Background: an optimization exercise with open tools, aiming at small area. Do not read the settings as production practice.
In this exercise RTL edits were held to simulation tests only and were not proved equivalent to the original.
Power and IR drop assume default switching activity.

File: flow/design.v
module mips_core
	(
		input			clk,
		input			rst,			 
		input			is_forward,		 
		output	[31:0]	inst_addr,
		input	[31:0]	inst_data,
		output	[17:0]	sram_addr,
		output			sram_we_n,
		output	[15:0]	sram_dq_out,
		input	[15:0]	sram_dq_in,
		output			wb_en,
		output	[4:0]	wb_dest,
		output	[31:0]	wb_data
	);
	integer kr, ks, kt, kw, kv;
	reg  [31:2] pc;                  
	reg  [5:0]  id_op;               
	reg  [4:0]  id_s1, id_s2;
	reg  [15:0] id_imm;
	reg  [3:0]  ex_cmd;              
	reg         ex_rd, ex_wr, ex_wb;
	reg  [1:0]  ex_br;
	reg         ex_isimm;
	reg  [4:0]  ex_s1, ex_s2;
	reg  [15:0] ex_imm;
	reg         mem_wb, mem_rd, mem_wr;    
	reg  [31:0] mem_alu;
	reg  [31:0] mem_st;              
	reg  [4:0]  mem_dest;
	reg  [2:0]  count;               
	reg         we_n_r;
	reg  [17:0] sram_addr_r;
	reg         wb_en_r;             
	reg  [4:0]  wb_dest_r;
	reg  [31:0] wb_val;
	reg  [32*32-1:32] rf;             
	reg  [31:1] rf_valid;
	reg  [3:0] c_cmd;
	reg        c_rd, c_wr, c_wb, c_imm, c_ss;
	reg  [1:0] c_br;
	always @(*) begin
		c_cmd = 4'b0000; c_rd = 1'b0; c_wr = 1'b0; c_wb = 1'b0;
		c_imm = 1'b0; c_br = 2'b00; c_ss = 1'b0;
		case (id_op)
			6'd1:  begin c_wb = 1'b1; end
			6'd3:  begin c_wb = 1'b1; c_cmd = 4'b0010; end
			6'd5:  begin c_wb = 1'b1; c_cmd = 4'b0100; end
			6'd6:  begin c_wb = 1'b1; c_cmd = 4'b0101; end
			6'd7:  begin c_wb = 1'b1; c_cmd = 4'b0110; end
			6'd8:  begin c_wb = 1'b1; c_cmd = 4'b0111; end
			6'd9:  begin c_wb = 1'b1; c_cmd = 4'b1000; end
			6'd10: begin c_wb = 1'b1; c_cmd = 4'b1000; end
			6'd11: begin c_wb = 1'b1; c_cmd = 4'b1001; end
			6'd12: begin c_wb = 1'b1; c_cmd = 4'b1010; end
			6'd32: begin c_wb = 1'b1; c_imm = 1'b1; c_ss = 1'b1; end
			6'd33: begin c_wb = 1'b1; c_imm = 1'b1; c_ss = 1'b1; c_cmd = 4'b0010; end
			6'd36: begin c_rd = 1'b1; c_wb = 1'b1; c_imm = 1'b1; c_ss = 1'b1; end
			6'd37: begin c_wr = 1'b1; c_imm = 1'b1; end
			6'd40: begin c_imm = 1'b1; c_br = 2'b01; c_ss = 1'b1; end
			6'd41: begin c_imm = 1'b1; c_br = 2'b10; end
			6'd42: begin c_imm = 1'b1; c_br = 2'b11; c_ss = 1'b1; end
			default: ;
		endcase
	end
	wire [4:0] ex_dest = ex_isimm ? ex_s2 : ex_imm[15:11];
	wire e1 = (ex_dest == id_s1);
	wire e2 = (ex_dest == id_s2);
	wire m1 = (mem_dest == id_s1);
	wire m2 = (mem_dest == id_s2);
	wire haz_nf = c_ss ? ((e1 && ex_wb) || (m1 && mem_wb))
	                   : (((e1 || e2) && ex_wb) || ((m1 || m2) && mem_wb));
	wire haz_f  = (e1 || (e2 && !c_ss)) && (ex_dest != 5'd0) && ex_rd;
	wire hazard = is_forward ? haz_f : haz_nf;
	reg  [31:0] rf_a, rf_b;
	always @(*) begin
		rf_a = 32'b0;
		rf_b = 32'b0;
		for (kr = 1; kr < 32; kr = kr + 1) begin
			rf_a = rf_a | (rf[kr*32 +: 32] & {32{(ex_s1 == kr) && rf_valid[kr]}});
			rf_b = rf_b | (rf[kr*32 +: 32] & {32{(ex_s2 == kr) && rf_valid[kr]}});
		end
	end
	wire mem_fw = mem_wb && (mem_dest != 5'd0);
	wire wb_fw  = wb_en_r && (wb_dest_r != 5'd0);
	wire mem_h1 = mem_fw && (mem_dest == ex_s1);
	wire mem_h2 = mem_fw && (mem_dest == ex_s2);
	wire wb_h1  = wb_fw && (wb_dest_r == ex_s1);
	wire wb_h2  = wb_fw && (wb_dest_r == ex_s2);
	wire [31:0] sext = {{16{ex_imm[7]}}, ex_imm};
	wire [31:0] in_a = mem_h1 ? mem_alu : wb_h1 ? wb_val : rf_a;
	wire [31:0] in_b = (!ex_wr && mem_h2) ? mem_alu :
	                   (!ex_wr && wb_h2)  ? wb_val  :
	                   ex_isimm ? sext : rf_b;
	wire [31:0] src2_val = wb_h2 ? wb_val : mem_h2 ? mem_alu : rf_b;
	wire        sub   = ex_cmd[1];
	wire [31:0] sum   = in_a + (in_b ^ {32{sub}}) + {31'b0, sub};
	reg  [31:0] logic_r;
	always @(*) begin
		case (ex_cmd[1:0])
			2'b00: logic_r = in_a & in_b;
			2'b01: logic_r = in_a | in_b;
			2'b10: logic_r = ~(in_a | in_b);
			default: logic_r = in_a ^ in_b;
		endcase
	end
	wire        sh_left = ~ex_cmd[1] & ~ex_cmd[0];
	wire        sh_fill = ex_cmd[0] & in_a[31];
	reg  [31:0] sh_in, sh_rev;
	always @(*) begin
		for (ks = 0; ks < 32; ks = ks + 1) sh_in[ks] = sh_left ? in_a[31-ks] : in_a[ks];
	end
	wire [63:0] sh_ext = {{32{sh_fill}}, sh_in} >> in_b[4:0];
	wire [31:0] sh_out = (|in_b[31:5]) ? {32{sh_fill}} : sh_ext[31:0];
	always @(*) begin
		for (kt = 0; kt < 32; kt = kt + 1) sh_rev[kt] = sh_left ? sh_out[31-kt] : sh_out[kt];
	end
	wire [31:0] alu_out = ex_cmd[3] ? sh_rev : ex_cmd[2] ? logic_r : sum;
	wire br_taken = ((ex_br == 2'b01) && (in_a == 32'b0)) ||
	                ((ex_br == 2'b10) && (in_a != src2_val)) ||
	                (ex_br == 2'b11);
	wire [31:2] br_addr = pc + {{14{ex_imm[7]}}, ex_imm} - 30'd2;
	wire ready  = !(mem_rd || mem_wr) || (count == 3'd5);
	wire freeze = !ready;
	wire [2:0] count_nx = count + 3'd1;
	always @(posedge clk) begin
		if (rst) begin
			count <= 3'd0;
			we_n_r <= 1'b1;
			sram_addr_r <= 18'd0;
		end else if (mem_wr) begin
			count <= (count_nx == 3'd6) ? 3'd0 : count_nx;
			case (count_nx)
				3'd1: begin sram_addr_r <= {mem_alu[17:2], 2'd0}; we_n_r <= 1'b0; end
				3'd2: begin sram_addr_r <= {mem_alu[17:2], 2'd1}; we_n_r <= 1'b0; end
				3'd3: we_n_r <= 1'b1;
				default: ;
			endcase
		end else if (mem_rd) begin
			we_n_r <= 1'b1;
			count <= (count_nx == 3'd6) ? 3'd0 : count_nx;
			case (count_nx)
				3'd1: sram_addr_r <= {mem_alu[17:2], 2'd0};
				3'd2: sram_addr_r <= {mem_alu[17:2], 2'd1};
				default: ;
			endcase
		end
	end
	assign sram_addr   = sram_addr_r;
	assign sram_we_n   = we_n_r;
	assign sram_dq_out = count[1] ? mem_st[31:16] : mem_st[15:0];
	wire [31:2] pc_in = br_taken ? br_addr : pc;
	assign inst_addr = {pc_in, 2'b00};
	always @(posedge clk or posedge rst) begin
		if (rst)
			pc <= 30'd0;
		else if (freeze || hazard)
			pc <= pc_in;
		else
			pc <= pc_in + 30'd1;
	end
	always @(posedge clk or posedge rst) begin
		if (rst) begin
			id_op <= 6'd0;
			id_s1 <= 5'd0;
			id_s2 <= 5'd0;
		end else if (br_taken) begin
			id_op <= 6'd0;
			id_s1 <= 5'd0;
			id_s2 <= 5'd0;
		end else if (!hazard && !freeze) begin
			id_op <= inst_data[31:26];
			id_s1 <= inst_data[25:21];
			id_s2 <= inst_data[20:16];
		end
	end
	always @(posedge clk) begin
		if (!hazard && !freeze)
			id_imm <= inst_data[15:0];
	end
	always @(posedge clk or posedge rst) begin
		if (rst) begin
			ex_cmd <= 4'd0; ex_rd <= 1'b0; ex_wr <= 1'b0; ex_wb <= 1'b0; ex_br <= 2'd0;
		end else if (br_taken || (!freeze && hazard)) begin
			ex_cmd <= 4'd0; ex_rd <= 1'b0; ex_wr <= 1'b0; ex_wb <= 1'b0; ex_br <= 2'd0;
		end else if (!freeze) begin
			ex_cmd <= c_cmd; ex_rd <= c_rd; ex_wr <= c_wr; ex_wb <= c_wb; ex_br <= c_br;
		end
	end
	always @(posedge clk) begin
		if (!freeze) begin
			ex_isimm <= c_imm;
			ex_s1 <= id_s1;
			ex_s2 <= id_s2;
			ex_imm <= id_imm;
		end
	end
	always @(posedge clk or posedge rst) begin
		if (rst) begin
			mem_wb <= 1'b0; mem_rd <= 1'b0; mem_wr <= 1'b0;
		end else if (!freeze) begin
			mem_wb <= ex_wb; mem_rd <= ex_rd; mem_wr <= ex_wr;
		end
	end
	always @(posedge clk) begin
		if (!freeze) begin
			mem_alu <= alu_out;
			mem_dest <= ex_dest;
			mem_st <= src2_val;
		end else if (mem_rd && !mem_wr) begin
			if (count == 3'd1) mem_st[15:0]  <= sram_dq_in;
			if (count == 3'd2) mem_st[31:16] <= sram_dq_in;
		end
	end
	always @(posedge clk or posedge rst) begin
		if (rst)
			wb_en_r <= 1'b0;
		else if (ready)
			wb_en_r <= mem_wb;
	end
	always @(posedge clk) begin
		if (ready) begin
			wb_dest_r <= mem_dest;
			wb_val <= mem_rd ? mem_st : mem_alu;
		end
	end
	assign wb_en   = wb_en_r;
	assign wb_dest = wb_dest_r;
	assign wb_data = wb_val;
	always @(posedge clk) begin
		for (kw = 1; kw < 32; kw = kw + 1)
			if (wb_fw && (wb_dest_r == kw))
				rf[kw*32 +: 32] <= wb_val;
	end
	always @(posedge clk or posedge rst) begin
		if (rst)
			rf_valid <= 31'd0;
		else
			for (kv = 1; kv < 32; kv = kv + 1)
				if (wb_fw && (wb_dest_r == kv))
					rf_valid[kv] <= 1'b1;
	end
endmodule
File: flow/run.sh
#!/bin/bash
# synth_recipe.tcl (not shown) runs the flow's synth.tcl, then flattens the netlist and writes it again
# the make line also repeats each setting of config.mk as NAME=value (left out here)
make -C /OpenROAD-flow-scripts/flow DESIGN_CONFIG=/design/flow/config.mk WORK_HOME=/design/flow/orfs CLKGATE_MAP_FILE= SYNTH_SCRIPT=/design/flow/synth_recipe.tcl finish
File: flow/config.mk
export PLATFORM = sky130hd
export DESIGN_NAME = mips_core
export DESIGN_NICKNAME = mips_core
export VERILOG_FILES = /design/flow/design.v
export SDC_FILE = /design/flow/constraint.sdc
export NUM_CORES = 4
export LEC_CHECK = 0
export CAP_MARGIN = 20
export CORE_MARGIN = 2
export CORE_UTILIZATION = 40
export SLEW_MARGIN = 20
File: flow/constraint.sdc
create_clock -name core_clock -period 12.0 [get_ports {clk}]
set_input_delay 2.4000 -clock core_clock [delete_from_list [all_inputs] [get_ports {clk}]]
set_output_delay 2.4000 -clock core_clock [all_outputs]
set_load 0.01 [all_outputs]
==> results.txt, run 1 <==
port buffer count 152; initial antenna violation count 41; LEAKAGE 28.5 nW; total power 27.4 mW; Distinct cells, synth 122; # nets final 6891; drt pass-1 iters 17; Hold Fails Final Rpt 0; Post-synth EDFFs 1141; Die ar. 179000 µm²; CTS sink cnt 1252; Root Driver clkbuf_16; Hold WC Path Type reg -> reg; CTS max path bufs 3; pin count of the biggest net entering global routing 70; skew final 0.0566 ns; WL final 416 mm; max-cap violation count 0; crit-path cells buf_4 -> and3b_1 -> and2_1 -> buf_4 -> a22oi_1 -> nand4_1 -> nor2_1 -> a31oi_2 -> nor3_1 -> nand4_1 -> nor4b_1 -> a31oi_1 -> a31oi_4 -> buf_4 -> buf_4 -> nor2_1 -> a21oi_1 -> inv_1 -> clkdlybuf4s50_1; Multi-input gate area 30700 µm²; initial core utilization 40.3%; ys flop type edfxtp_1; Fillers 16135; share of synthesized area occupied by flip-flops and latches 52.6%; status timing/DRC/antenna clean; Antenna Violating Nets Remaining 0; Seq. cell area 36900 µm²; share of cells above drive strength 1 12.4%; Post-DP HPWL 269 mm; Vert. Die Dim 423 µm; area grow syn2layout 14.6%; RD Place Congestion 1.09; Switching Power 14.1 mW; Top delay family on crit path simple AND/OR/NAND/NOR gates; GRT Resource Usage Total 44.9%; most used cell, CP buf_4; # IOs 156; CTS Buf Count 145; clock share of power 17.4%; RSZ-0062 raised after global routing false; postcts setup bufs 0; Net Sw Frac 51.6%; Arrival @ worst endpoint 8.80 ns; Total Neg Setup Slack 0 ns; synthesized area 70300 µm²; CP startpoint kind register; grt ovf 0; crit path max fanout 69; YS warnings 1; Mapped Avg Cell Area 10.5 µm²; Reg clk slew, reported paths 0.06 ns; drt drc 0; vias in the first global route 63339; DRT iter0 DRCs 16990; Max VDD drop 182 µV; asr flop ratio synth 7.19%; drt wl/cell 45.2 µm; cell internal pwr 13.2 mW; Fmax achieved 89.3 MHz; worst skew pair latency 0.86 ns; vias 70317; Die Width 423 µm; Slew Limit Fails 0; # setup viols final 0; synthesized instance count 6661; Crit. End Element output pin; Period minus WS final 11.20 ns; worst-margin pin slew 1.41 ns; post-cts resize count 0; WP data required 9.60 ns; htree depth 4; Reg power frac 25.2%; Slowest cell on crit path nor2_1; Worst slew margin 5.49%; core outline area 174000 µm²; Comb pwr share 57.3%; CTS tree built; # hold bufs at CTS 0; cell row count 153; fin crit share 93.4%; pwr/cell area 340 nW/µm²; first-pass GRT wire length 552 mm; commonest non-fill, non-tap cell in the layout edfxtp_1; CP Class reg -> out; number of vias per cell 7.64; CP peak stage delay 0.82 ns; most frequent cells in the layout 1141 x edfxtp_1, 559 x nand3_1, 519 x nand4_1; WP buf/inv 6; #FFs+latches synth 1252
[synth_stat cells, types with 40 or more instances]
cell,number,area (µm²)
and2_1,82,513
nand4_1,519,3250
xor2_1,56,490
dfrtp_1,90,2250
edfxtp_1,1141,34300
nor4_1,65,407
inv_1,195,732
o2111ai_1,78,683
or2_2,40,250
o211ai_1,52,390
xnor2_1,151,1320
a31oi_1,59,369
buf_2,143,716
mux2_2,64,721
a2111oi_0,46,403
buf_1,65,244
a21oi_1,206,1030
nand3_1,560,2800
o21ai_0,178,891
and3_1,173,1080
a211oi_1,45,338
ha_1,106,1330
nor2_1,388,1460
and3b_1,42,368
a22oi_1,332,2490
nor3_1,104,521
nand2_1,506,1900
mux2i_1,179,1790
clkbuf_1,324,1220
or3_1,55,344
[sequential cells by signal, summed over array words and instances, names as in the netlist, 2 cells and up]
signal,flops
rf,992
mem_alu,32
mem_st,32
wb_val,32
rf_valid,31
pc,30
sram_addr_r,17
ex_imm,16
id_imm,16
id_op,6
ex_s1,5
ex_s2,5
id_s1,5
id_s2,5
mem_dest,5
wb_dest_r,5
ex_cmd,4
count,3
ex_br,2
[metal layers]
layer | global-route usage [%] | up-vias | part of all wire [%]
li1 | - | 26100 | -
met1 | 56.9 | 33971 | 36
met2 | 58.2 | 7921 | 37
met3 | 23.5 | 2301 | 18
met4 | 30.4 | 24 | 9.2
met5 | 0.538 | - | 0.064
[worst register-to-register path, cell delays in order (launching register included)]
cell,delay [ns]
edfxtp_1,0.88
and3b_2,0.47
buf_4,0.34
and2_1,0.53
a222oi_1,0.98
nor4bb_1,0.78
nand3_1,0.21
a22o_1,0.25
mux2i_1,0.68
inv_1,0.35
or4_1,0.53
nor4_4,0.24
buf_4,0.34
and2_1,0.48
nand2_1,0.17
mux2_2,0.34
mux2i_1,0.83
a21oi_1,0.17
nor3_1,0.20
[final timing paths]
check / start / to / depth (start not counted) / slack (ns)
setup / recovery: ex_s1[0]$_DFFE_PN_ / inst_addr[7] / 19 / 0.80
hold / removal: id_imm[0]$_DFFE_PP_ / ex_imm[0]$_DFFE_PN_ / 0 / 0.41
setup reg to reg: ex_s2[2]$_DFFE_PN_ / mem_alu[31]$_DFFE_PN_ / 18 / 3.10
hold reg to reg: id_imm[0]$_DFFE_PP_ / ex_imm[0]$_DFFE_PN_ / 0 / 0.41
max in group asynchronous: rst / ex_cmd[0]$_DFFE_PP0P_ / 3 / 7.90
min in group asynchronous: rst / rf_valid[18]$_DFFE_PP0P_ / 2 / 2.68
[cells by family after synthesis]
| kind of cell | after synthesis | synth area share [%] |
|---|---|---|
| flip-flops | 1252 | 52.6 |
| adder cells (fa/ha/maj) | 118 | 2.07 |
| AO/OA/AOI/OAI | 1345 | 14.0 |
| XOR/XNOR | 209 | 2.64 |
| multiplexers | 245 | 3.64 |
| other | 1 | 0.00534 |
| buffers and inverters | 776 | 4.69 |
| AND/OR/NAND/NOR | 2715 | 20.4 |
[layout make-up]
type	count	share of cell area, %
antenna	26	0.0808
inverter	207	0.975
multi-input combinational	4635	38.1
timing repair buffer	492	5.16
clock inverter	99	1.45
clock buffer	168	4.73
tap	2325	3.61
sequential	1252	45.9
[through the flow]
step | area (µm²) | instances | util [%] | worst slack (ns) | hold WS (ns)
after floorplan | 70300 | 6663 | - | 5.02 | 0.400
after global placement | 75300 | 8907 | 43.2 | 2.15 | 0.402
after detailed placement | 75300 | 8907 | 43.2 | 2.05 | 0.405
after CTS | 80300 | 9174 | 46.1 | 1.17 | 0.415
after global routing | 80400 | 9179 | 46.2 | 0.720 | 0.425
final | 80500 | 9204 | 46.2 | 0.796 | 0.412
[power by group through the flow]
stage | sequential, mW | combinational [mW] | clock (mW)
6_report | 6.91 | 15.7 | 4.77
5_1_grt | 6.91 | 16.0 | 4.90
4_1_cts | 6.85 | 14.7 | 4.74
3_5_place_dp | 6.93 | 14.6 | 0
3_3_place_gp | 6.93 | 14.6 | 0
2_1_floorplan | 6.78 | 8.24 | 0
==> run 2, diff against run 1 <==
--- a/flow/design.v
+++ b/flow/design.v
@@ -73,11 +73,23 @@
 	wire haz_f  = (e1 || (e2 && !c_ss)) && (ex_dest != 5'd0) && ex_rd;
 	wire hazard = is_forward ? haz_f : haz_nf;
+	reg  [31:1] sel_a, sel_b;
+	reg  [32*11-1:0] grp_a, grp_b;
 	reg  [31:0] rf_a, rf_b;
 	always @(*) begin
+		for (kr = 1; kr < 32; kr = kr + 1) begin
+			sel_a[kr] = (ex_s1 == kr) && rf_valid[kr];
+			sel_b[kr] = (ex_s2 == kr) && rf_valid[kr];
+		end
+		grp_a = {32*11{1'b0}};
+		grp_b = {32*11{1'b0}};
+		for (kr = 1; kr < 32; kr = kr + 1) begin
+			grp_a[(kr/3)*32 +: 32] = grp_a[(kr/3)*32 +: 32] | (rf[kr*32 +: 32] & {32{sel_a[kr]}});
+			grp_b[(kr/3)*32 +: 32] = grp_b[(kr/3)*32 +: 32] | (rf[kr*32 +: 32] & {32{sel_b[kr]}});
+		end
 		rf_a = 32'b0;
 		rf_b = 32'b0;
-		for (kr = 1; kr < 32; kr = kr + 1) begin
-			rf_a = rf_a | (rf[kr*32 +: 32] & {32{(ex_s1 == kr) && rf_valid[kr]}});
-			rf_b = rf_b | (rf[kr*32 +: 32] & {32{(ex_s2 == kr) && rf_valid[kr]}});
+		for (kr = 0; kr < 11; kr = kr + 1) begin
+			rf_a = rf_a | grp_a[kr*32 +: 32];
+			rf_b = rf_b | grp_b[kr*32 +: 32];
 		end
 	end
==> flow/flow/run.sh (new file) <==
#!/bin/bash
# Own layout flow: the standard ORFS flow, with only ABC's combinational
# mapping script replaced by an area-oriented one (flow/abc_area_map.script).
# Registers are mapped by Yosys before ABC runs, so they are the standard
# synthesis's registers.
set -euo pipefail
here="$PWD"
rm -rf "$here/scripts_abc"
cp -r "$FLOW_HOME/scripts" "$here/scripts_abc"
cp "$here/flow/abc_area_map.script" "$here/scripts_abc/abc_speed.script"
bash standard.sh SCRIPTS_DIR="$here/scripts_abc" synth > "$here/synth.log" 2>&1
bash standard.sh SCRIPTS_DIR="$here/scripts_abc" finish > "$here/layout.log" 2>&1
==> flow/flow/abc_area_map.script (new file) <==
&get -n
&st
&dch
&nf -R 1000
&put
buffer -c
topo
stime -c
upsize -c
dnsize -c
==> flow/standard.sh (new file) <==
#!/bin/bash
# synth_recipe.tcl (not shown) runs the flow's synth.tcl, then flattens the netlist and writes it again
# the make line also repeats each setting of config.mk as NAME=value (left out here)
make -C /OpenROAD-flow-scripts/flow DESIGN_CONFIG=/design/flow/config.mk WORK_HOME=/design/flow/orfs CLKGATE_MAP_FILE= SYNTH_SCRIPT=/design/flow/synth_recipe.tcl "${@:-finish}"
removed: flow/run.sh
==> results.txt, run 2 <==
skew final 0.0599 ns; Fmax achieved 95.8 MHz; pwr/cell area 262 nW/µm²; # setup viols final 0; Post-synth EDFFs 1141; top-count cell post-synth edfxtp_1; synthesized area 61800 µm²; Die ar. 158000 µm²; Post-synth top cells 1141 x edfxtp_1, 569 x a222oi_1, 423 x nand2_1; share of synthesized area occupied by flip-flops and latches 59.8%; Arrival @ worst endpoint 8.04 ns; Worst slew margin 14.3%; RD Place Congestion 1.01; Yosys top cell area share 55.4%; Synth area leaders edfxtp_1 55%, a222oi_1 9.2%, dfrtp_1 3.6%, ha_1 3.3%, nand2_1 2.6%; WL final 237 mm; ys flop type edfxtp_1; Hold Fails Final Rpt 0; CTS tree built; Vert. Die Dim 397 µm; Die Width 397 µm; Root Driver clkbuf_16; htree depth 4; Post-DP HPWL 158 mm; asr flop ratio synth 7.19%; grt ovf 0; fin crit share 87.0%; CP Class reg -> out; commonest non-fill, non-tap cell in the layout edfxtp_1; drt wl/cell 32.6 µm; Seq. cell area 36900 µm²; max-cap violation count 0; Max VDD drop 137 µV; # hold bufs at CTS 0; vias 49066; Fillers 13726; RSZ-0062 raised after global routing false; most frequent cells in the layout 1141 x edfxtp_1, 569 x a222oi_1, 423 x nand2_1; Reg clk slew, reported paths 0.06 ns; # nets final 5341; vias in the first global route 46572; first-pass GRT wire length 336 mm; # IOs 156; Period minus WS final 10.44 ns; initial core utilization 40.2%; worst-margin pin slew 1.27 ns; post-cts resize count 0; Distinct cells, synth 87; share of cells above drive strength 1 12.4%; Largest register FFs 992; postcts setup bufs 0; number of vias per cell 6.74; non-filler instance count after layout 7280; Top reg by flops rf; YS warnings 1; Hold WC Path Type reg -> reg; Yosys top cell by area edfxtp_1; #FFs+latches synth 1252; CTS Buf Count 137; Total Neg Setup Slack 0 ns; Crit. End Element output pin; Mapped Avg Cell Area 12.4 µm²; status timing/DRC/antenna clean; placed insts 7029; DRT iter0 DRCs 11018; CP startpoint kind register; cell row count 144; area grow syn2layout 15.0%; WP data required 9.60 ns; LEAKAGE 24.2 nW; drt drc 0; core outline area 154000 µm²; worst skew pair latency 0.80 ns; Multi-input gate area 23100 µm²; drt pass-1 iters 14; Slew Limit Fails 0; port buffer count 152; initial antenna violation count 12; pin count of the biggest net entering global routing 67; CTS max path bufs 3; Antenna Violating Nets Remaining 0; GRT Resource Usage Total 29.3%; crit path max fanout 53; synthesized instance count 4996; CTS sink cnt 1252
## run 2: cell count changes after synthesis, moves of 52 or more
cell / delta
buf_2: -85
nand4_1: -410
xnor2_1: -53
a222oi_1: +532
and3_1: -107
nor2_1: -63
nand3_1: -485
and2_1: -77
mux2i_1: -80
a22oi_1: -253
or3_1: -52
nand2_1: -83
ha_1: +57
o2111ai_1: -78
## run 2: metal layers
layer	global-route usage (%)	wire length, µm	vias up
li1	-	-	20517
met1	39.5	90500	24280
met2	43.8	104000	3697
met3	7.61	30200	560
met4	14.2	12800	12
met5	0	82	-
## run 2: cell families after synthesis
logic type,share of synthesized area [%]
AO/OA/AOI/OAI,17.7
XOR/XNOR,2.64
adder cells (fa/ha/maj),3.36
buffers and inverters,3.90
flip-flops,59.8
multiplexers,2.66
other,0.00607
AND/OR/NAND/NOR,9.96
## run 2: power by group
group          switching, mW  internal [mW]  total [mW]
logic                   5.45           2.71        8.17
clock network           1.83           2.47        4.29
registers              0.532           5.63        6.16
## run 2: path summary, 6_finish.rpt
kind / depth (start not counted) / slack, ns / from / end
worst max-delay path: 18 / 1.56 / ex_s2[2]$_DFFE_PN_ / inst_addr[12]
worst max register to register: 34 / 2.79 / ex_s2[2]$_DFFE_PN_ / mem_alu[30]$_DFFE_PN_
worst min-delay path: 0 / 0.41 / id_imm[15]$_DFFE_PP_ / ex_imm[15]$_DFFE_PN_
min in group asynchronous: 2 / 2.28 / rst / mem_rd$_DFFE_PP0N_
max in group asynchronous: 3 / 8.37 / rst / ex_cmd[1]$_DFFE_PP0P_
worst min register to register: 0 / 0.41 / id_imm[15]$_DFFE_PP_ / ex_imm[15]$_DFFE_PN_
## run 2: final cells by class
| class | count | share of cell area [%] |
|---|---|---|
| diodes | 3 | 0.0106 |
| clock buffers | 171 | 5.13 |
| clock inverters | 76 | 1.27 |
| inverters | 216 | 1.15 |
| multi-input cells | 3147 | 32.4 |
| flip-flops and latches | 1252 | 51.9 |
| repair buffers | 371 | 4.48 |
| well taps | 2044 | 3.60 |
## run 2: critical path: stages, from the launching register on
cell and delay [ns]:
edfxtp_1 0.62, nand2b_1 0.47, nor4b_2 0.37, buf_4 0.51
a222oi_1 0.22, and3_1 0.28, nand4_1 0.30, and4b_1 0.30
nand3_1 0.14, nand2_1 0.09, a31oi_1 0.77, xnor2_1 0.24
nor3_1 0.34, nand4_1 0.27, o21ai_4 0.52, buf_4 0.56
mux2i_1 0.57, inv_1 0.09, clkdlybuf4s50_1 0.49
## run 2: stage by stage
stage / utilization, % / cell area (µm²) / hold slack (ns) / power (mW) / setup slack [ns]
floorplan: - / 61800 / 0.400 / 10.9 / 4.98
global placement: 43.3 / 66500 / 0.400 / 14.1 / 2.39
detailed placement: 43.3 / 66500 / 0.405 / 14.1 / 2.47
CTS: 46.2 / 71100 / 0.403 / 18.4 / 1.54
global route: 46.3 / 71100 / 0.414 / 19.4 / 1.34
finish: 46.3 / 71100 / 0.414 / 18.6 / 1.56
==> run 3, diff against run 2 <==
--- a/flow/design.v
+++ b/flow/design.v
@@ -14,5 +14,5 @@
 		output	[31:0]	wb_data
 	);
-	integer kr, ks, kt, kw, kv;
+	integer kr, ks, kt, kw, kv, ka, la, kb, lb, kc;
 	reg  [31:2] pc;                  
 	reg  [5:0]  id_op;               
@@ -45,5 +45,5 @@
 		case (id_op)
 			6'd1:  begin c_wb = 1'b1; end
-			6'd3:  begin c_wb = 1'b1; c_cmd = 4'b0010; end
+			6'd3:  begin c_wb = 1'b1; c_cmd = 4'b0001; end
 			6'd5:  begin c_wb = 1'b1; c_cmd = 4'b0100; end
 			6'd6:  begin c_wb = 1'b1; c_cmd = 4'b0101; end
@@ -55,5 +55,5 @@
 			6'd12: begin c_wb = 1'b1; c_cmd = 4'b1010; end
 			6'd32: begin c_wb = 1'b1; c_imm = 1'b1; c_ss = 1'b1; end
-			6'd33: begin c_wb = 1'b1; c_imm = 1'b1; c_ss = 1'b1; c_cmd = 4'b0010; end
+			6'd33: begin c_wb = 1'b1; c_imm = 1'b1; c_ss = 1'b1; c_cmd = 4'b0001; end
 			6'd36: begin c_rd = 1'b1; c_wb = 1'b1; c_imm = 1'b1; c_ss = 1'b1; end
 			6'd37: begin c_wr = 1'b1; c_imm = 1'b1; end
@@ -73,25 +73,4 @@
 	wire haz_f  = (e1 || (e2 && !c_ss)) && (ex_dest != 5'd0) && ex_rd;
 	wire hazard = is_forward ? haz_f : haz_nf;
-	reg  [31:1] sel_a, sel_b;
-	reg  [32*11-1:0] grp_a, grp_b;
-	reg  [31:0] rf_a, rf_b;
-	always @(*) begin
-		for (kr = 1; kr < 32; kr = kr + 1) begin
-			sel_a[kr] = (ex_s1 == kr) && rf_valid[kr];
-			sel_b[kr] = (ex_s2 == kr) && rf_valid[kr];
-		end
-		grp_a = {32*11{1'b0}};
-		grp_b = {32*11{1'b0}};
-		for (kr = 1; kr < 32; kr = kr + 1) begin
-			grp_a[(kr/3)*32 +: 32] = grp_a[(kr/3)*32 +: 32] | (rf[kr*32 +: 32] & {32{sel_a[kr]}});
-			grp_b[(kr/3)*32 +: 32] = grp_b[(kr/3)*32 +: 32] | (rf[kr*32 +: 32] & {32{sel_b[kr]}});
-		end
-		rf_a = 32'b0;
-		rf_b = 32'b0;
-		for (kr = 0; kr < 11; kr = kr + 1) begin
-			rf_a = rf_a | grp_a[kr*32 +: 32];
-			rf_b = rf_b | grp_b[kr*32 +: 32];
-		end
-	end
 	wire mem_fw = mem_wb && (mem_dest != 5'd0);
 	wire wb_fw  = wb_en_r && (wb_dest_r != 5'd0);
@@ -100,19 +79,65 @@
 	wire wb_h1  = wb_fw && (wb_dest_r == ex_s1);
 	wire wb_h2  = wb_fw && (wb_dest_r == ex_s2);
+	wire older  = ex_wr || (ex_br == 2'b10);
+	reg  [32:0] sel_a, sel_b;
+	reg  [32*11-1:0] grp_a, grp_b;
+	reg  [31:0] in_a, fwd_b;
+	always @(*) begin
+		sel_a[0] = 1'b0;
+		sel_b[0] = 1'b0;
+		for (kr = 1; kr < 32; kr = kr + 1) begin
+			sel_a[kr] = (ex_s1 == kr) && rf_valid[kr] && !mem_h1 && !wb_h1;
+			sel_b[kr] = (ex_s2 == kr) && rf_valid[kr] && !mem_h2 && !wb_h2;
+		end
+		sel_a[32] = wb_h1 && !mem_h1;
+		sel_b[32] = wb_h2 && !(mem_h2 && !older);
+		grp_a = {32*11{1'b0}};
+		grp_b = {32*11{1'b0}};
+		for (kr = 1; kr < 32; kr = kr + 1) begin
+			grp_a[(kr/3)*32 +: 32] = grp_a[(kr/3)*32 +: 32] | (rf[kr*32 +: 32] & {32{sel_a[kr]}});
+			grp_b[(kr/3)*32 +: 32] = grp_b[(kr/3)*32 +: 32] | (rf[kr*32 +: 32] & {32{sel_b[kr]}});
+		end
+		grp_a[10*32 +: 32] = grp_a[10*32 +: 32] | (wb_val & {32{sel_a[32]}})
+		                                        | (mem_alu & {32{mem_h1}});
+		grp_b[10*32 +: 32] = grp_b[10*32 +: 32] | (wb_val & {32{sel_b[32]}})
+		                                        | (mem_alu & {32{mem_h2 && !(wb_h2 && older)}});
+		in_a  = 32'b0;
+		fwd_b = 32'b0;
+		for (kr = 0; kr < 11; kr = kr + 1) begin
+			in_a  = in_a  | grp_a[kr*32 +: 32];
+			fwd_b = fwd_b | grp_b[kr*32 +: 32];
+		end
+	end
 	wire [31:0] sext = {{16{ex_imm[7]}}, ex_imm};
-	wire [31:0] in_a = mem_h1 ? mem_alu : wb_h1 ? wb_val : rf_a;
-	wire [31:0] in_b = (!ex_wr && mem_h2) ? mem_alu :
-	                   (!ex_wr && wb_h2)  ? wb_val  :
-	                   ex_isimm ? sext : rf_b;
-	wire [31:0] src2_val = wb_h2 ? wb_val : mem_h2 ? mem_alu : rf_b;
-	wire        sub   = ex_cmd[1];
-	wire [31:0] sum   = in_a + (in_b ^ {32{sub}}) + {31'b0, sub};
+	wire [31:0] in_b = (ex_wr || (ex_isimm && !mem_h2 && !wb_h2)) ? sext : fwd_b;
+	wire [31:0] src2_val = fwd_b;
+	wire        sub   = ~ex_cmd[3] & ~ex_cmd[2] & ex_cmd[0];
+	wire [31:0] add_b = in_b ^ {32{sub}};
+	wire [31:0] bit_g = in_a & add_b;      
+	wire [31:0] bit_p = in_a ^ add_b;      
+	reg  [31:0] add_g, add_p, sum;
+	always @(*) begin
+		add_g = bit_g;
+		add_p = bit_p;
+		add_g[0] = add_g[0] | (add_p[0] & sub);
+		for (la = 1; la < 32; la = la * 2)
+			for (ka = 2*la - 1; ka < 32; ka = ka + 2*la) begin
+				add_g[ka] = add_g[ka] | (add_p[ka] & add_g[ka-la]);
+				add_p[ka] = add_p[ka] & add_p[ka-la];
+			end
+		for (la = 8; la >= 1; la = la / 2)
+			for (ka = 3*la - 1; ka < 32; ka = ka + 2*la) begin
+				add_g[ka] = add_g[ka] | (add_p[ka] & add_g[ka-la]);
+				add_p[ka] = add_p[ka] & add_p[ka-la];
+			end
+		sum = bit_p ^ {add_g[30:0], sub};
+	end
 	reg  [31:0] logic_r;
 	always @(*) begin
 		case (ex_cmd[1:0])
-			2'b00: logic_r = in_a & in_b;
-			2'b01: logic_r = in_a | in_b;
-			2'b10: logic_r = ~(in_a | in_b);
-			default: logic_r = in_a ^ in_b;
+			2'b00: logic_r = bit_g;
+			2'b01: logic_r = bit_g | bit_p;
+			2'b10: logic_r = ~(bit_g | bit_p);
+			default: logic_r = bit_p;
 		endcase
 	end
@@ -132,5 +157,32 @@
 	                ((ex_br == 2'b10) && (in_a != src2_val)) ||
 	                (ex_br == 2'b11);
-	wire [31:2] br_addr = pc + {{14{ex_imm[7]}}, ex_imm} - 30'd2;
+	reg  [15:0] imm_m2;
+	reg         imm_bw;
+	always @(*) begin
+		imm_bw = 1'b1;
+		imm_m2[0] = ex_imm[0];
+		for (kc = 1; kc < 16; kc = kc + 1) begin
+			imm_m2[kc] = ex_imm[kc] ^ imm_bw;
+			imm_bw = imm_bw & !ex_imm[kc];
+		end
+	end
+	wire [29:0] br_off = {{14{ex_imm[7] | imm_bw}}, imm_m2};
+	reg  [29:0] bra_g, bra_p, bra_s;
+	always @(*) begin
+		bra_g = pc & br_off;
+		bra_p = pc ^ br_off;
+		for (lb = 1; lb < 30; lb = lb * 2)
+			for (kb = 2*lb - 1; kb < 30; kb = kb + 2*lb) begin
+				bra_g[kb] = bra_g[kb] | (bra_p[kb] & bra_g[kb-lb]);
+				bra_p[kb] = bra_p[kb] & bra_p[kb-lb];
+			end
+		for (lb = 8; lb >= 1; lb = lb / 2)
+			for (kb = 3*lb - 1; kb < 30; kb = kb + 2*lb) begin
+				bra_g[kb] = bra_g[kb] | (bra_p[kb] & bra_g[kb-lb]);
+				bra_p[kb] = bra_p[kb] & bra_p[kb-lb];
+			end
+		bra_s = (pc ^ br_off) ^ {bra_g[28:0], 1'b0};
+	end
+	wire [31:2] br_addr = bra_s;
 	wire ready  = !(mem_rd || mem_wr) || (count == 3'd5);
 	wire freeze = !ready;
@@ -193,13 +245,14 @@
 	always @(posedge clk or posedge rst) begin
 		if (rst) begin
-			ex_cmd <= 4'd0; ex_rd <= 1'b0; ex_wr <= 1'b0; ex_wb <= 1'b0; ex_br <= 2'd0;
+			ex_rd <= 1'b0; ex_wr <= 1'b0; ex_wb <= 1'b0; ex_br <= 2'd0;
 		end else if (br_taken || (!freeze && hazard)) begin
-			ex_cmd <= 4'd0; ex_rd <= 1'b0; ex_wr <= 1'b0; ex_wb <= 1'b0; ex_br <= 2'd0;
+			ex_rd <= 1'b0; ex_wr <= 1'b0; ex_wb <= 1'b0; ex_br <= 2'd0;
 		end else if (!freeze) begin
-			ex_cmd <= c_cmd; ex_rd <= c_rd; ex_wr <= c_wr; ex_wb <= c_wb; ex_br <= c_br;
+			ex_rd <= c_rd; ex_wr <= c_wr; ex_wb <= c_wb; ex_br <= c_br;
 		end
 	end
 	always @(posedge clk) begin
 		if (!freeze) begin
+			ex_cmd <= c_cmd;    
 			ex_isimm <= c_imm;
 			ex_s1 <= id_s1;
==> flow/flow/run.sh (replaced) <==
#!/bin/bash
# Own layout flow: the standard ORFS flow (standard.sh) with
#  * ABC's combinational mapping script replaced by an area-oriented one
#    (flow/abc_area_map.script); registers are mapped by Yosys before ABC
#    runs, so they are the standard synthesis's registers;
#  * clock tree: larger sink clusters and no dummy loads;
#  * port buffers: the smallest buffer (every port still gets one).
set -euo pipefail
here="$PWD"
rm -rf "$here/scripts_abc"
cp -r "$FLOW_HOME/scripts" "$here/scripts_abc"
cp "$here/flow/abc_area_map.script" "$here/scripts_abc/abc_speed.script"
export CTS_ARGS="-sink_clustering_enable -repair_clock_nets -dont_use_dummy_load -sink_clustering_size 25 -sink_clustering_max_diameter 80"
export BUFFER_PORTS_ARGS="-buffer_cell sky130_fd_sc_hd__buf_1"
bash standard.sh SCRIPTS_DIR="$here/scripts_abc" synth > "$here/synth.log" 2>&1
bash standard.sh SCRIPTS_DIR="$here/scripts_abc" finish > "$here/layout.log" 2>&1
==> flow/flow/abc_area_map.script (replaced) <==
&get -n
&st
&dch
&nf -R 1000nf -R 1000 -p
&put
buffer -c
topo
stime -c
upsize -c
dnsize -c
--- a/flow/config.mk
+++ b/flow/config.mk
@@ -8,4 +8,4 @@
 export CAP_MARGIN = 20
 export CORE_MARGIN = 2
-export CORE_UTILIZATION = 40
+export CORE_UTILIZATION = 50
 export SLEW_MARGIN = 20
==> results.txt, run 3 <==
hold_sp id_imm[12]$_DFFE_PP_; Top delay family on crit path adder cells; met2 GRT Util 50.0%; status timing/DRC/antenna clean; max-cap violation count 0; Reg clk slew, reported paths 0.10 ns; initial core utilization 50.4%; R2R setup slack 1.75 ns; Root Driver clkbuf_16; area grow syn2layout 7.81%; CTS tree built; Post-DP HPWL 134 mm; Post-synth EDFFs 1145; pin count of the biggest net entering global routing 68; WP buf/inv 3; drt drc 0; multiplexer share of the synthesized area 3.04%; # setup viols final 0; RSZ-0062 raised after global routing false; WP data required 9.60 ns; cell internal pwr 9.53 mW; skew final 0.0816 ns; worst skew pair latency 0.67 ns; synthesized area 59500 µm²; CP startpoint kind register; Mapped Avg Cell Area 13.3 µm²; Hold WC Path Type reg -> reg; Top reg by flops rf; LEAKAGE 21.3 nW; # nets final 4736; Crit. End Element output pin; Largest register FFs 992; placed insts 6005; number of vias per cell 7.22; postcts setup bufs 0; WL final 202 mm; met1 global-route usage 46.5%; DRT iter0 DRCs 10509; drt pass-1 iters 15; worst-margin pin slew 1.08 ns; Comb pwr share 48.1%; worst setup margin 0.936 ns; Slowest cell on crit path nor2_1; GRT Resource Usage Total 32.4%; htree depth 3; asr flop ratio synth 6.87%; drt wl/cell 33.3 µm; crit path max fanout 12; non-filler instance count after layout 6074; Yosys top cell by area edfxtp_1; vias in the first global route 41528; Multi-input gate area 21100 µm²; Antenna Violating Nets Remaining 0; pwr/cell area 263 nW/µm²; Synth Area in Adders 3.48%; GRT met3 Usage 4.98%; Distinct cells, synth 76; CP Class reg -> out; share of synthesized area occupied by flip-flops and latches 62.1%; initial antenna violation count 4; #FFs+latches synth 1252; Period minus WS final 11.06 ns; Yosys top cell area share 57.8%; Place WS 1.53 ns; Synth Area in XOR/XNOR 2.36%; Post-Synth Simple-Gate Area 9.93%; CTS sink cnt 1252; # IOs 156; Hold Fails Final Rpt 0; vias 43824; most frequent cells in the layout 1145 x edfxtp_1, 638 x a222oi_1, 332 x nand2_1; fin crit share 92.2%; CP peak stage delay 0.74 ns; clock share of power 13.8%; Max VDD drop 177 µV; Arrival @ worst endpoint 8.66 ns; Die ar. 122000 µm²; commonest non-fill, non-tap cell in the layout edfxtp_1; worst r2r dst mem_alu[31]$_DFFE_PN_; top-count cell post-synth edfxtp_1; Net Sw Frac 43.4%; Die Width 349 µm; largest family of logic cells by synthesized area compound AO/OA/AOI/OAI gates; share of cells above drive strength 1 10.2%; Slew Limit Fails 0; # hold bufs at CTS 0; Seq. cell area 37000 µm²; core outline area 118000 µm²; total power 16.9 mW; RD Place Congestion 0.976; Reg power frac 38.1%; Post-synth top cells 1145 x edfxtp_1, 638 x a222oi_1, 332 x nand2_1; Worst slew margin 27.1%; most used cell, CP ha_1; port buffer count 152; complex-gate fraction of the synthesized area 15.7%; Vert. Die Dim 349 µm; first-pass GRT wire length 290 mm; CTS max path bufs 3; post-cts resize count 0; worst reg2reg path depth 42; synthesized instance count 4487; worst hold path cell count 0; Fmax achieved 90.4 MHz; launch point of the worst reg-to-reg path wb_dest_r[2]$_DFFE_PN_; CTS Buf Count 66; cell row count 126; Synth area leaders edfxtp_1 58%, a222oi_1 11%, dfrtp_1 3.6%, ha_1 2.4%, nand2_1 2.1%; Total Neg Setup Slack 0 ns; ys flop type edfxtp_1; Most Crowded Layer GR met2; hold endpoint ex_imm[12]$_DFFE_PN_; grt ovf 0; YS warnings 1; Fillers 9748; Switching Power 7.32 mW
## run 3: cell types whose count changed after synthesis, moves of 37 or more
cell	delta
nand2_1	-91
inv_1	-62
and4b_1	+38
nand3_1	+37
a31oi_1	-40
a21oi_1	-67
nor2_1	-100
ha_1	-47
and4_1	-38
a222oi_1	+69
## run 3: per-stage QoR
stage          instance area, µm²  hold WS [ns]  util (%)
2_1_floorplan               59500         0.400         -
3_3_place_gp                62400         0.404      52.9
3_5_place_dp                62400         0.405      52.9
4_1_cts                     64100         0.421      54.3
5_1_grt                     64100         0.428      54.3
6_report                    64100         0.413      54.3
## run 3: power groups by stage
stage	registers, mW	logic, mW	clock network, mW
5_1_grt	6.47	8.70	2.49
2_1_floorplan	6.49	4.94	0
4_1_cts	6.41	7.92	2.36
6_report	6.43	8.10	2.32
3_5_place_dp	6.50	7.88	0
3_3_place_gp	6.50	7.85	0
## run 3: worst max path at each step
| stage | startpoint | to | slack, ns | cells after the start |
|---|---|---|---|---|
| after floorplan | ex_imm[1]$_DFFE_PN_ | inst_addr[30] | 2.50 | 31 |
| after global placement | ex_imm[1]$_DFFE_PN_ | inst_addr[30] | 1.60 | 32 |
| after detailed placement | ex_imm[1]$_DFFE_PN_ | inst_addr[30] | 1.53 | 32 |
| after CTS | ex_imm[1]$_DFFE_PN_ | inst_addr[30] | 0.80 | 32 |
| after global routing | ex_imm[1]$_DFFE_PN_ | inst_addr[30] | 0.08 | 32 |
| final | ex_imm[1]$_DFFE_PN_ | inst_addr[30] | 0.94 | 32 |
## run 3: layer usage
layer | part of all wire [%] | vias up
met5 | 0.019 | -
met4 | 4.4 | 6
met3 | 11 | 375
met2 | 45 | 3108
met1 | 39 | 21803
li1 | - | 18532
## run 3: worst register-to-register path: cells and delay by family, from the launching register on
family	cells	cell delay (ns)
AND/OR/NAND/NOR	23	4.46
XOR/XNOR	1	0.17
adder cells (fa/ha/maj)	2	0.96
AO/OA/AOI/OAI	14	3.28
flip-flops	1	0.59
buffers and inverters	2	0.51
## run 3: cell type report
cell class,instances,share of cell area (%)
Tap cell,1536,3.00
Timing Repair Buffer,327,2.96
Multi-Input combinational cell,2742,33.0
Sequential cell,1252,57.6
Clock buffer,66,2.58
Antenna cell,2,0.00780
Inverter,149,0.880
## run 3: kinds of logic (layout without fill, tap and decap cells)
logic type,after synthesis,count (layout)
other,1,5
and+or+nand+nor,1121,1121
muxes,173,173
xor gates and xnor gates,160,160
DFF,1252,1252
AOI/OAI and AO/OA,1138,1138
buffers and inverters,495,542
adders and majority gates,147,147
==> run 4, diff against run 3 <==
==> flow/flow/abc_area_map.script (replaced) <==
&get -n
&st
&dch
&nf -R 1000 -p
&put
buffer -c
topo
stime -c
upsize -c
dnsize -c
--- a/flow/config.mk
+++ b/flow/config.mk
@@ -8,4 +8,4 @@
 export CAP_MARGIN = 20
 export CORE_MARGIN = 2
-export CORE_UTILIZATION = 50
+export CORE_UTILIZATION = 65
 export SLEW_MARGIN = 20
==> results.txt, run 4 <==
CTS sink cnt 1252; R2R setup slack 1.78 ns; commonest non-fill, non-tap cell in the layout edfxtp_1; Vert. Die Dim 307 µm; Post-synth top cells 1145 x edfxtp_1, 638 x a222oi_1, 332 x nand2_1; hold_sp id_imm[12]$_DFFE_PP_; # hold bufs at CTS 0; skew final 0.0630 ns; Reg clk slew, reported paths 0.10 ns; WP data required 9.60 ns; WL final 192 mm; drt wl/cell 33.6 µm; Top reg by flops rf; Crit. End Element output pin; clock share of power 13.2%; number of vias per cell 7.82; Period minus WS final 10.57 ns; status timing/DRC/antenna clean; Die Width 307 µm; Post-synth EDFFs 1145; pwr/cell area 262 nW/µm²; Worst slew margin 20.5%; cell row count 110; # IOs 156; Slowest cell on crit path and4bb_1; total power 16.7 mW; Place WS 2.01 ns; CTS Buf Count 61; worst-margin pin slew 1.19 ns; Slew Limit Fails 0; initial core utilization 65.9%; worst r2r dst mem_alu[31]$_DFFE_PN_; area grow syn2layout 6.68%; CP Class reg -> out; max-cap violation count 0; CTS tree built; Distinct cells, synth 76; Switching Power 7.23 mW; core outline area 90300 µm²; pin count of the biggest net entering global routing 66; CTS max path bufs 3; post-cts resize count 0; worst setup margin 1.43 ns; #FFs+latches synth 1252; most used cell, CP nand4_1; Hold WC Path Type reg -> reg; most frequent cells in the layout 1145 x edfxtp_1, 638 x a222oi_1, 332 x nand2_1; grt ovf 0; synthesized area 59500 µm²; vias 44550; Arrival @ worst endpoint 8.17 ns; share of cells above drive strength 1 9.78%; drt drc 0; Hold WS 0.414 ns; Die ar. 93900 µm²; htree depth 2; worst hold path cell count 0; # setup viols final 0; cell internal pwr 9.42 mW; worst reg2reg path depth 42; hold endpoint ex_imm[12]$_DFFE_PN_; Mapped Avg Cell Area 13.3 µm²; Total Neg Setup Slack 0 ns; YS warnings 1; Hold Fails Final Rpt 0; ys flop type edfxtp_1; Fmax achieved 94.6 MHz; asr flop ratio synth 6.87%; worst skew pair latency 0.72 ns; DRT iter0 DRCs 12081; share of synthesized area occupied by flip-flops and latches 62.1%; first-pass GRT wire length 277 mm; postcts setup bufs 0; port buffer count 152; Comb pwr share 48.3%; top-count cell post-synth edfxtp_1; Net Sw Frac 43.4%; Synth area leaders edfxtp_1 58%, a222oi_1 11%, dfrtp_1 3.6%, ha_1 2.4%, nand2_1 2.1%; Antenna Violating Nets Remaining 0; # nets final 4719; Yosys top cell by area edfxtp_1; launch point of the worst reg-to-reg path wb_dest_r[0]$_DFFE_PN_; CP peak stage delay 0.64 ns; RSZ-0062 raised after global routing false; fin crit share 88.1%; Max VDD drop 232 µV; RD Place Congestion 1.03; drt pass-1 iters 17; crit path max fanout 45; Yosys top cell area share 57.8%; LEAKAGE 21.2 nW; vias in the first global route 41501; initial antenna violation count 2; crit-path cells nor2_1 -> nand2_1 -> o21ai_1 -> nor4_1 -> nand3_1 -> nand2b_4 -> and4bb_1 -> buf_4 -> a222oi_1 -> and3_1 -> nand4_1 -> and4b_1 -> nand4_1 -> xnor2_1 -> nor4_1 -> nand4_1 -> nor4_2 -> o2bb2ai_4 -> buf_4 -> mux2i_1 -> inv_1 -> buf_1; Post-DP HPWL 126 mm; synthesized instance count 4487; Largest register FFs 992; GRT Resource Usage Total 40.0%; CP startpoint kind register; Root Driver clkbuf_16; Reg power frac 38.4%
==> run 4: cell counts after synthesis <==
Identical to the previous run, type by type.
==> run 4: worst max-delay path by stage <==
stage / cells after the start / startpoint / to
floorplan: 31 / ex_imm[1]$_DFFE_PN_ / inst_addr[30]
global placement: 42 / wb_dest_r[0]$_DFFE_PN_ / mem_alu[31]$_DFFE_PN_
detailed placement: 42 / wb_dest_r[0]$_DFFE_PN_ / mem_alu[31]$_DFFE_PN_
CTS: 33 / ex_imm[1]$_DFFE_PN_ / inst_addr[30]
global route: 33 / ex_imm[1]$_DFFE_PN_ / inst_addr[30]
finish: 22 / wb_dest_r[0]$_DFFE_PN_ / inst_addr[16]
==> run 4: area by class of cell <==
cell class,count,area [µm²]
sequential,1252,37000
fill,6326,26800
multi-input combinational,2742,21100
timing repair buffer,315,1810
clock buffer,61,1530
tap,1176,1470
inverter,149,564
antenna,1,2.50
==> run 4: power by group through the flow <==
stage | Combinational, mW | Clock, mW | Sequential, mW
2_1_floorplan | 4.94 | 0 | 6.49
4_1_cts | 7.77 | 2.21 | 6.39
5_1_grt | 8.62 | 2.33 | 6.44
3_3_place_gp | 7.66 | 0 | 6.48
3_5_place_dp | 7.75 | 0 | 6.48
6_report | 8.05 | 2.21 | 6.40
==> run 4: cell families after synthesis <==
logic type | share of synthesized area [%]
buf+inv | 3.33
simple gates | 9.93
fa+ha+maj | 3.48
xor+xnor | 2.36
mux | 3.04
compound gates | 15.7
flops | 62.1
other cells | 0.00630
==> run 4: worst max-delay path, delay by kind of cell, from the launching register on <==
| family | cells | cell delay [ns] |
|---|---|---|
| AO/OA/AOI/OAI | 3 | 0.88 |
| buffers and inverters | 4 | 1.19 |
| XOR/XNOR | 1 | 0.30 |
| AND/OR/NAND/NOR | 13 | 3.91 |
| multiplexers | 1 | 0.52 |
| flip-flops | 1 | 0.58 |
==> run 4: stage by stage <==
stage	utilization, %	cell area, µm²	std cells
2_1_floorplan	-	59500	4489
3_3_place_gp	68.6	61900	5632
3_5_place_dp	68.6	61900	5633
4_1_cts	70.3	63400	5694
5_1_grt	70.3	63500	5695
6_report	70.3	63500	5696
==> run 4: routing by layer <==
metal  track usage (%)  wire (µm)  vias up
li1                  -          -    18463
met1              57.7      68400    21615
met2              58.6      83900     3940
met3              8.15      28500      530
met4              19.3      10800        2
met5                 0         13        -
==> run 5, diff against run 4 <==
--- a/flow/flow/run.sh
+++ b/flow/flow/run.sh
@@ -11,5 +11,5 @@
 cp -r "$FLOW_HOME/scripts" "$here/scripts_abc"
 cp "$here/flow/abc_area_map.script" "$here/scripts_abc/abc_speed.script"
-export CTS_ARGS="-sink_clustering_enable -repair_clock_nets -dont_use_dummy_load -sink_clustering_size 25 -sink_clustering_max_diameter 80"
+export CTS_ARGS="-sink_clustering_enable -repair_clock_nets -dont_use_dummy_load -sink_clustering_size 25 -sink_clustering_max_diameter 100"
 export BUFFER_PORTS_ARGS="-buffer_cell sky130_fd_sc_hd__buf_1"
 bash standard.sh SCRIPTS_DIR="$here/scripts_abc" synth > "$here/synth.log" 2>&1
--- a/flow/config.mk
+++ b/flow/config.mk
@@ -8,4 +8,4 @@
 export CAP_MARGIN = 20
 export CORE_MARGIN = 2
-export CORE_UTILIZATION = 65
+export CORE_UTILIZATION = 70
 export SLEW_MARGIN = 20
==> results.txt, run 5 <==
Post-synth EDFFs 1145; status timing/DRC/antenna clean; vias in the first global route 41548; most used cell, CP nand4_1; Synth area leaders edfxtp_1 58%, a222oi_1 11%, dfrtp_1 3.6%, ha_1 2.4%, nand2_1 2.1%; WP buf/inv 4; RD Place Congestion 1.03; CP peak stage delay 0.62 ns; asr flop ratio synth 6.87%; Post-DP HPWL 124 mm; Mapped Avg Cell Area 13.3 µm²; vias 45151; WP depth 23; Distinct cells, synth 76; Total Neg Setup Slack 0 ns; pin count of the biggest net entering global routing 69; post-cts resize count 0; CTS sink cnt 1252; most frequent cells in the layout 1145 x edfxtp_1, 638 x a222oi_1, 332 x nand2_1; R2R setup slack 1.65 ns; Fillers 5221; LEAKAGE 21.1 nW; drt pass-1 iters 15; placed insts 5579; Worst slew margin 21.0%; GRT Resource Usage Total 42.5%; worst skew pair latency 0.70 ns; postcts setup bufs 0; Post-synth top cells 1145 x edfxtp_1, 638 x a222oi_1, 332 x nand2_1; CTS Buf Count 57; drt wl/cell 33.5 µm; grt ovf 0; CTS max path bufs 3; fin crit share 89.4%; area grow syn2layout 6.56%; WP data required 9.60 ns; drt drc 0; CP startpoint kind register; Antenna Violating Nets Remaining 0; port buffer count 152; pwr/cell area 262 nW/µm²; first-pass GRT wire length 273 mm; # setup viols final 0; Largest register FFs 992; worst-margin pin slew 1.18 ns; Reg clk slew, reported paths 0.10 ns; synthesized area 59500 µm²; #FFs+latches synth 1252; crit-path cells nor2_1 -> nand2_1 -> o21ai_1 -> nor4_1 -> nand3_1 -> nand2b_4 -> and4bb_1 -> buf_4 -> a222oi_1 -> nand4_1 -> and4b_1 -> and3_1 -> nand4_1 -> xnor2_1 -> nor4_1 -> nand4_1 -> nor4_2 -> o2bb2ai_4 -> buf_4 -> nor2_1 -> a21oi_1 -> inv_1 -> buf_1; initial antenna violation count 11; CP Class reg -> out; CP Capture Point inst_addr[23]; # nets final 4711; Die Width 296 µm; initial core utilization 70.9%; share of synthesized area occupied by flip-flops and latches 62.1%; number of vias per cell 7.99; Top reg by flops rf; Top delay family on crit path simple AND/OR/NAND/NOR gates; Fmax achieved 93.2 MHz; CTS tree built; Max VDD drop 195 µV; Crit. End Element output pin; htree depth 2; top-count cell post-synth edfxtp_1; Yosys top cell by area edfxtp_1; crit path from wb_dest_r[1]$_DFFE_PN_; Slew Limit Fails 0; # IOs 156; YS warnings 1; Root Driver clkbuf_16; Vert. Die Dim 296 µm; cell row count 106; Core Util, Final 75.5%; worst r2r dst mem_alu[31]$_DFFE_PN_; DRT iter0 DRCs 13195; ys flop type edfxtp_1; crit path max fanout 49; Die ar. 87300 µm²; skew final 0.0970 ns; Hold Fails Final Rpt 0; Period minus WS final 10.73 ns; launch point of the worst reg-to-reg path wb_dest_r[1]$_DFFE_PN_; commonest non-fill, non-tap cell in the layout edfxtp_1; Yosys top cell area share 57.8%; max-cap violation count 0; non-filler instance count after layout 5648; share of cells above drive strength 1 9.62%; core outline area 84000 µm²; Hold WC Path Type reg -> reg; # hold bufs at CTS 0; Arrival @ worst endpoint 8.33 ns; Slowest cell on crit path and4bb_1; RSZ-0062 raised after global routing false; synthesized instance count 4487; WL final 189 mm; worst reg2reg path depth 42
## run 5: kinds of logic (layout without fill, tap and decap cells)
family	count (synthesis)	after routing	synth area share, %
flip-flops	1252	1252	62.1
AO/OA/AOI/OAI	1138	1138	15.7
AND/OR/NAND/NOR	1121	1121	9.93
buffers and inverters	495	517	3.33
multiplexers	173	173	3.04
XOR/XNOR	160	160	2.36
adder cells (fa/ha/maj)	147	147	3.48
other	1	6	0.00630
## run 5: final cells by class
cell class / count / area (µm²) / area share, %
Antenna cell: 3 / 7.51 / 0.0118
Sequential cell: 1252 / 37000 / 58.3
Timing Repair Buffer: 311 / 1890 / 2.98
Clock buffer: 57 / 1430 / 2.25
Multi-Input combinational cell: 2742 / 21100 / 33.3
Tap cell: 1134 / 1420 / 2.24
Inverter: 149 / 564 / 0.890
## run 5: worst min-delay path by stage
stage	slack (ns)	endpoint	from	cells past startpoint
floorplan	0.40	ex_imm[0]$_DFFE_PN_	id_imm[0]$_DFFE_PP_	0
global placement	0.40	ex_imm[6]$_DFFE_PN_	id_imm[6]$_DFFE_PP_	0
detailed placement	0.40	ex_imm[10]$_DFFE_PN_	id_imm[10]$_DFFE_PP_	0
CTS	0.43	ex_imm[1]$_DFFE_PN_	id_imm[1]$_DFFE_PP_	0
global route	0.44	ex_imm[14]$_DFFE_PN_	id_imm[14]$_DFFE_PP_	0
finish	0.43	ex_imm[10]$_DFFE_PN_	id_imm[10]$_DFFE_PP_	0
## run 5: power by group
group / switching (mW) / internal [mW]
clock: 1.27 / 0.846
combinational: 5.48 / 2.63
sequential: 0.511 / 5.90
total: 7.26 / 9.38
## run 5: metal layers
layer	vias up	global-route usage (%)	wire (µm)	share of wire [%]
met5	-	1.66	295	0.16
met3	661	9.25	30000	16
met4	16	20.1	11300	6.0
met2	4537	62.5	82500	44
met1	21452	61.0	65000	34
li1	18485	-	-	-
## run 5: per-stage QoR
step	hold WS [ns]	setup slack, ns	power (mW)	cell area [µm²]
after floorplan	0.400	2.50	11.4	59500
after global placement	0.402	2.11	14.1	61700
after detailed placement	0.405	1.83	14.2	61800
after CTS	0.428	1.34	16.3	63200
after global routing	0.440	0.754	17.3	63400
final	0.427	1.27	16.6	63400
==> run 6, diff against run 5 <==
--- a/flow/design.v
+++ b/flow/design.v
@@ -116,5 +116,5 @@
 	wire [31:0] bit_g = in_a & add_b;      
 	wire [31:0] bit_p = in_a ^ add_b;      
-	reg  [31:0] add_g, add_p, sum;
+	reg  [31:0] add_g, add_p, add_x, sum;
 	always @(*) begin
 		add_g = bit_g;
@@ -131,14 +131,12 @@
 				add_p[ka] = add_p[ka] & add_p[ka-la];
 			end
-		sum = bit_p ^ {add_g[30:0], sub};
-	end
-	reg  [31:0] logic_r;
-	always @(*) begin
-		case (ex_cmd[1:0])
-			2'b00: logic_r = bit_g;
-			2'b01: logic_r = bit_g | bit_p;
-			2'b10: logic_r = ~(bit_g | bit_p);
-			default: logic_r = bit_p;
+		case (ex_cmd[2:0])
+			3'b100: add_x = bit_p | bit_g;
+			3'b101: add_x = bit_g;
+			3'b110: add_x = ~bit_g;
+			3'b111: add_x = 32'b0;
+			default: add_x = {add_g[30:0], sub};
 		endcase
+		sum = bit_p ^ add_x;
 	end
 	wire        sh_left = ~ex_cmd[1] & ~ex_cmd[0];
@@ -153,5 +151,5 @@
 		for (kt = 0; kt < 32; kt = kt + 1) sh_rev[kt] = sh_left ? sh_out[31-kt] : sh_out[kt];
 	end
-	wire [31:0] alu_out = ex_cmd[3] ? sh_rev : ex_cmd[2] ? logic_r : sum;
+	wire [31:0] alu_out = ex_cmd[3] ? sh_rev : sum;
 	wire br_taken = ((ex_br == 2'b01) && (in_a == 32'b0)) ||
 	                ((ex_br == 2'b10) && (in_a != src2_val)) ||
==> results.txt, run 6 <==
status timing/DRC/antenna clean; Most Crowded Layer GR met2; GRT Resource Usage Total 43.7%; CTS sink cnt 1252; commonest non-fill, non-tap cell in the layout edfxtp_1; ys flop type edfxtp_1; Max VDD drop 190 µV; CP Class reg -> out; pwr/cell area 228 nW/µm²; WL final 194 mm; Reg clk slew, reported paths 0.09 ns; Die Width 295 µm; Period minus WS final 10.64 ns; port buffer count 152; CTS max path bufs 3; Post-synth EDFFs 1145; core outline area 83800 µm²; number of vias per cell 8.05; initial antenna violation count 6; Seq. cell area 37000 µm²; postcts setup bufs 0; max-cap violation count 0; # hold bufs at CTS 0; GRT met3 Usage 12.7%; Die ar. 87200 µm²; initial core utilization 70.9%; most frequent cells in the layout 1145 x edfxtp_1, 628 x a222oi_1, 273 x nand2_1; Largest register FFs 992; post-cts resize count 0; Post-DP HPWL 125 mm; worst setup margin 1.36 ns; worst skew pair latency 0.70 ns; total power 14.3 mW; drt pass-1 iters 17; non-filler instance count after layout 5613; #FFs+latches synth 1252; cell row count 106; RSZ-0062 raised after global routing false; YS warnings 1; Post-synth top cells 1145 x edfxtp_1, 628 x a222oi_1, 273 x nand2_1; Arrival @ worst endpoint 8.24 ns; synthesized area 59400 µm²; Vert. Die Dim 295 µm; vias in the first global route 42594; met1 global-route usage 60.0%; Fmax achieved 94.0 MHz; Total Neg Setup Slack 0 ns; RD Place Congestion 1.01; LEAKAGE 21.2 nW; Placed Area 61400 µm²; htree depth 2; Worst slew margin 23.8%; first-pass GRT wire length 279 mm; DRT iter0 DRCs 12564; Place WS 2.16 ns; # setup viols final 0; Yosys top cell area share 57.9%; CTS Buf Count 57; # nets final 4659; top-count cell post-synth edfxtp_1; Core Util, Final 75.0%; skew final 0.134 ns; Mapped Avg Cell Area 13.3 µm²; met2 GRT Util 64.9%; Hold WS 0.423 ns; Hold WC Path Type reg -> reg; CP startpoint kind register; design area 62900 µm²; Antenna Violating Nets Remaining 0; drt drc 0; placed insts 5548; vias 45181; grt ovf 0; Crit. End Element output pin; Fillers 5485; share of cells above drive strength 1 9.88%; crit path max fanout 74; fin crit share 88.7%; share of synthesized area occupied by flip-flops and latches 62.2%; Root Driver clkbuf_16; Hold Fails Final Rpt 0; pin count of the biggest net entering global routing 75; drt wl/cell 34.5 µm; Slew Limit Fails 0; Synth area leaders edfxtp_1 58%, a222oi_1 11%, dfrtp_1 3.6%, ha_1 2.4%, xnor2_1 1.8%; Yosys top cell by area edfxtp_1; Distinct cells, synth 90; worst-margin pin slew 1.14 ns; synthesized instance count 4470; WP data required 9.60 ns; Multi-input gate area 20600 µm²; # IOs 156; CTS tree built; asr flop ratio synth 6.87%; area grow syn2layout 5.83%; Top reg by flops rf
run 6: changes by cell type in the layout (fill, tap and decap cells not counted), moves of 16 or more:
cell / previous run / this run
nand3_1: 112 / 81
nor3_2: 34 / 9
nor3_1: 20 / 41
xnor2_1: 98 / 119
nor2_1: 181 / 201
nand2_1: 332 / 273
mux2i_1: 113 / 82
a21oi_1: 114 / 134
and3_1: 39 / 56
fa_1: 31 / 15
run 6: logic make-up after synthesis:
family | count (synthesis) | synth area share, %
AO/OA/AOI/OAI | 1197 | 16.3
XOR/XNOR | 177 | 2.61
adder cells (fa/ha/maj) | 131 | 2.95
buffers and inverters | 519 | 3.82
flip-flops | 1252 | 62.2
multiplexers | 144 | 2.56
other | 1 | 0.00631
AND/OR/NAND/NOR | 1049 | 9.54
run 6: worst paths after layout:
kind | startpoint | endpoint | slack [ns] | cells after the start
min | id_imm[5]$_DFFE_PP_ | ex_imm[5]$_DFFE_PN_ | 0.42 | 0
min in group asynchronous | rst | mem_wr$_DFFE_PP0N_ | 2.03 | 2
max reg2reg | ex_s2[4]$_DFFE_PN_ | mem_alu[30]$_DFFE_PN_ | 2.37 | 25
min reg2reg | id_imm[5]$_DFFE_PP_ | ex_imm[5]$_DFFE_PN_ | 0.42 | 0
max in group asynchronous | rst | rf_valid[27]$_DFFE_PP0P_ | 8.79 | 3
max | ex_s2[4]$_DFFE_PN_ | inst_addr[18] | 1.36 | 18
run 6: critical path: stages, from the launching register on:
cell and delay [ns]:
edfxtp_1 0.97, xor2_1 0.17, nor3_2 0.70, or2_1 0.73, and4bb_1 0.29, buf_4 0.28, a222oi_1 0.39, nand4_1 0.15
and4b_1 0.40, nand3_1 0.16, a2111oi_1 0.94, xnor2_1 0.21, nand4_1 0.18, nor4_1 0.50, a32oi_4 0.20, buf_4 0.36
o21ai_0 0.64, inv_1 0.09, buf_1 0.15
run 6: report_power, final:
group          switching (mW)  leakage (nW)  internal, mW
Combinational            3.98          8.54          1.93
Sequential              0.475          12.0          5.80
Clock                    1.27         0.702         0.846
run 6: layout make-up:
class / count / area share [%]
repair buffers: 316 / 2.97
clock buffers: 57 / 2.27
well taps: 1134 / 2.26
flip-flops and latches: 1252 / 58.8
multi-input cells: 2701 / 32.8
inverters: 149 / 0.899
diodes: 4 / 0.0159
run 6: routing by layer:
| layer | wire, µm | vias up |
|---|---|---|
| met5 | 105 | - |
| met4 | 11500 | 12 |
| met3 | 32200 | 696 |
| met2 | 84900 | 4486 |
| met1 | 65300 | 21653 |
| li1 | - | 18334 |

==> re-timing with driven ports <==
The flow's constraints put no driver on any port. The routed layouts listed below were extracted and timed again, unchanged, in two steps.
Step 1 assumes that a clkbuf_16 drives the clock port and a buf_2 every other input.
Step 2 moves the port delays by t, midway between the first and last clock arrival at a register: inputs arrive t later, outputs are due t later. That takes back most of the time a late clock gives input paths.
Slacks: no drivers / after step 1 / after step 2; pairs: no drivers / after step 1.
| run | t, ns | setup WS [ns] | hold slack, ns | cell pins on the clock port's net |
|---|---|---|---|---|
| run 1 | 0.918 | 0.796 / 0.711 / 1.629 | 0.412 / 0.412 / 0.412 | 1 |
| run 2 | 0.857 | 1.558 / 1.472 / 2.329 | 0.414 / 0.414 / 0.414 | 1 |
| run 3 | 0.712 | 0.936 / 0.856 / 1.568 | 0.413 / 0.413 / 0.413 | 1 |
| run 4 | 0.769 | 1.434 / 1.358 / 1.784 | 0.414 / 0.414 / 0.414 | 1 |
| run 5 | 0.720 | 1.271 / 1.199 / 1.650 | 0.427 / 0.427 / 0.427 | 1 |
| run 6 | 0.710 | 1.358 / 1.286 / 1.996 | 0.423 / 0.423 / 0.423 | 1 |
After both steps setup and hold are still met in every run listed.
